Source: an optimization exercise on an open RTL-to-GDS flow (aim: small area and a short achievable clock period). Production flows keep margins and buffers that such runs may drop. At most, simulation tests tie the RTL to the original design; equivalence was not proved. The flow treats the clock pin as an ideal source. Dropping or thinning the clock tree relies on that and would not hold on a real chip. Power figures rest on the tool's default switching activity, not on a simulated workload.

Setup of before:
==> module RAM_pr2, before the edit <==
module RAM_pr2(clk,rst_n,din,rx_valid,dout,tx_valid);
input [9:0] din;
input rx_valid,clk,rst_n;
output [7:0] dout;
output reg tx_valid;
reg [21:0] rs;
reg [1:0] part;
reg [1:0] a10;
reg is21;
reg [7:0] cw;
reg valid;
reg [1:0] p3;         
reg [1:0] p4;         
reg match_r;
reg wbe;              
reg [7:0] rd_r;
reg rd_ok;
wire ld_addr = rx_valid & ~din[8];
wire wr = rx_valid & ~din[9] & din[8];
wire [5:0] h = din[7:2];
reg [2:0] d_hi;
reg [1:0] d_lo, d_part;
reg d_is21;
always @(*) begin
    d_is21 = 1'b0;
    if (h[1:0] != 2'd3) begin
        d_hi = {1'b0, h[5:4]}; d_lo = h[3:2]; d_part = h[1:0];
    end else if (h[3:2] != 2'd3) begin
        d_hi = 3'd4; d_lo = h[5:4]; d_part = h[3:2];
    end else if (h[5:4] != 2'd3) begin
        d_hi = 3'd5; d_lo = 2'd0; d_part = h[5:4];
    end else begin
        d_hi = 3'd5; d_lo = 2'd1; d_part = 2'd0; d_is21 = 1'b1;
    end
end
wire [1:0] p4_nx = p4 + 2'd1;
wire [1:0] p3_nx = (p4 == 2'd3) ? ((p3 == 2'd2) ? 2'd0 : p3 + 2'd1) : p3;
wire match_old = (p4_nx == a10) & (is21 | (p3_nx == part));
wire match_new = (p4_nx == din[1:0]) & (d_is21 | (p3_nx == d_part));
wire match_nx = ld_addr ? match_new : match_old;
wire fetch = rd_ok & ~valid;
wire valid_nx = wr | (~ld_addr & (valid | fetch));
assign dout = cw;
always @(posedge clk,negedge rst_n) begin
    if(!rst_n)
        tx_valid<=0;
    else if(rx_valid)
        tx_valid<=din[9]&din[8];
end
integer k;
always @(posedge clk) begin
    p4 <= p4_nx;
    p3 <= p3_nx;
    if(ld_addr) begin
        for (k = 0; k < 22; k = k + 1)
            rs[k] <= {d_hi, d_lo} == k;
        part <= d_part;
        a10 <= din[1:0];
        is21 <= d_is21;
    end
    match_r <= match_nx;
    valid <= valid_nx;
    wbe <= match_old & valid_nx;
    if(wr)
        cw <= din[7:0];
    else if(fetch)
        cw <= rd_r;
end
wire [7:0] last [0:21];
reg [7:0] rd;
integer g;
always @(*) begin
    rd = 8'd0;
    for (g = 0; g < 22; g = g + 1)
        rd = rd | ({8{rs[g]}} & last[g]);
end
always @(posedge clk) begin
    rd_r <= rd;
    rd_ok <= match_r & ~ld_addr;
end
genvar l;
generate
for (l = 0; l < 22; l = l + 1) begin : g_loop
    localparam N = (l == 21) ? 4 : 12;
    reg [8*N-1:0] w;
    wire sel = rs[l] & wbe;
    assign last[l] = w[8*N-8 +: 8];
    always @(posedge clk)
        w <= {w[8*N-9:0], sel ? cw : w[8*N-8 +: 8]};
end
endgenerate
endmodule
export LEC_CHECK = 0
export ABC_AREA = 1
export CAP_MARGIN = 20
export CORE_MARGIN = 2
export CORE_UTILIZATION = 60
export CTS_BUF_LIST = sky130_fd_sc_hd__clkbuf_8
export CTS_CLUSTER_DIAMETER = 60
export CTS_CLUSTER_SIZE = 20
export PLACE_DENSITY = 0.7
export SETUP_SLACK_MARGIN = 2.0
export SLEW_MARGIN = 20
create_clock -name core_clock -period 3.7 [get_ports {clk}]
standard.sh (not shown) runs the stock make flow with config.mk's settings and CLKGATE_MAP_FILE= SYNTH_SCRIPT=/design/flow/synth_recipe.tcl, a recipe that flattens the netlist after the stock synthesis.
==> flow/flow/run.sh <==
#!/bin/bash
# The standard layout, with the clock tree's top rebuilt after CTS
# (flow/post_cts.tcl, run by ORFS's POST_CTS_TCL hook). The ORFS run's
# output goes to standard_flow.log, its logs to orfs/logs.
set -euo pipefail
here=$(pwd)
export POST_CTS_TCL="$here/flow/post_cts.tcl"
bash standard.sh finish > "$here/standard_flow.log" 2>&1
Other scripts of this flow, unchanged in this note and not shown: flow/flow/post_cts.tcl, flow/flow/retree.tcl
Setup changes, before to after
-- flow/design.v --
<<< before, line 63
reg match_r;
reg wbe;              
reg [7:0] rd_r;
reg rd_ok;
wire ld_addr = rx_valid & ~din[8];
wire wr = rx_valid & ~din[9] & din[8];
>>> after, line 63
reg match_r;
reg wbe;              
wire ld_addr = rx_valid & ~din[8];
wire wr = rx_valid & ~din[9] & din[8];
<<< before, line 88
wire match_new = (p4_nx == din[1:0]) & (d_is21 | (p3_nx == d_part));
wire match_nx = ld_addr ? match_new : match_old;
wire fetch = rd_ok & ~valid;
wire valid_nx = wr | (~ld_addr & (valid | fetch));
assign dout = cw;
always @(posedge clk,negedge rst_n) begin
>>> after, line 86
wire match_new = (p4_nx == din[1:0]) & (d_is21 | (p3_nx == d_part));
wire match_nx = ld_addr ? match_new : match_old;
wire fetch = match_r & ~valid & ~ld_addr;
wire valid_nx = wr | (~ld_addr & (valid | fetch));
wire [7:0] last [0:21];
reg [7:0] rd;
integer g;
always @(*) begin
    rd = 8'd0;
    for (g = 0; g < 22; g = g + 1)
        rd = rd | ({8{rs[g]}} & last[g]);
end
assign dout = cw;
always @(posedge clk,negedge rst_n) begin
<<< before, line 114
        cw <= din[7:0];
    else if(fetch)
        cw <= rd_r;
end
wire [7:0] last [0:21];
reg [7:0] rd;
integer g;
always @(*) begin
    rd = 8'd0;
    for (g = 0; g < 22; g = g + 1)
        rd = rd | ({8{rs[g]}} & last[g]);
end
always @(posedge clk) begin
    rd_r <= rd;
    rd_ok <= match_r & ~ld_addr;
end
genvar l;
>>> after, line 120
        cw <= din[7:0];
    else if(fetch)
        cw <= rd;
end
genvar l;
==> comparison <==
Between after and before, it is after whose portion of the clock cycle consumed by the worst path in the final layout is higher, by 0.61 points. Changes observed in after relative to before: combined global-route utilization of all metal layers fell by 0.74 points; net switching component of the power fell by 1.3%; met1 track demand over resource in global routing fell by 0.34 points; combinational share of power stayed essentially flat. There was hardly any difference in final-report setup violation count between after and before. Looking at total power, after sits about 0.6% below before. On placeable core area, before and after are neck and neck. Layout overhead on the synthesized area: after higher than before. before → after: combinational gate power went up; clock power share did not really move; adder-cell share of the synthesized area did not really move; sequential share of layout area went down; highest attainable clock frequency went down.
The RTL of after was laid out without a check of its function.

-- what the ideal ports hide --
Ports are ideal in the flow. The routed layouts listed here were re-timed in OpenROAD.
Step 1: set_driving_cell puts a clkbuf_16 on clk and a buf_2 on each other input, an assumption about the parent block.
Step 2 moves the port delays by t, midway between the first and last clock arrival at a register: inputs arrive t later, outputs are due t later. That takes back most of the time a late clock gives input paths.
Slacks: no drivers / after step 1 / after step 2; pairs: no drivers / after step 1.
| run | t (ns) | setup slack, ns | clock arrival spread, ns | pins driven straight from the clock port |
|---|---|---|---|---|
| before | 0.617 | 1.919 / 1.785 / 2.012 | 0.040 / 0.041 | 4 |
| after | 0.605 | 1.897 / 1.760 / 2.015 | 0.080 / 0.080 | 4 |
After both steps every run listed still meets setup and hold.
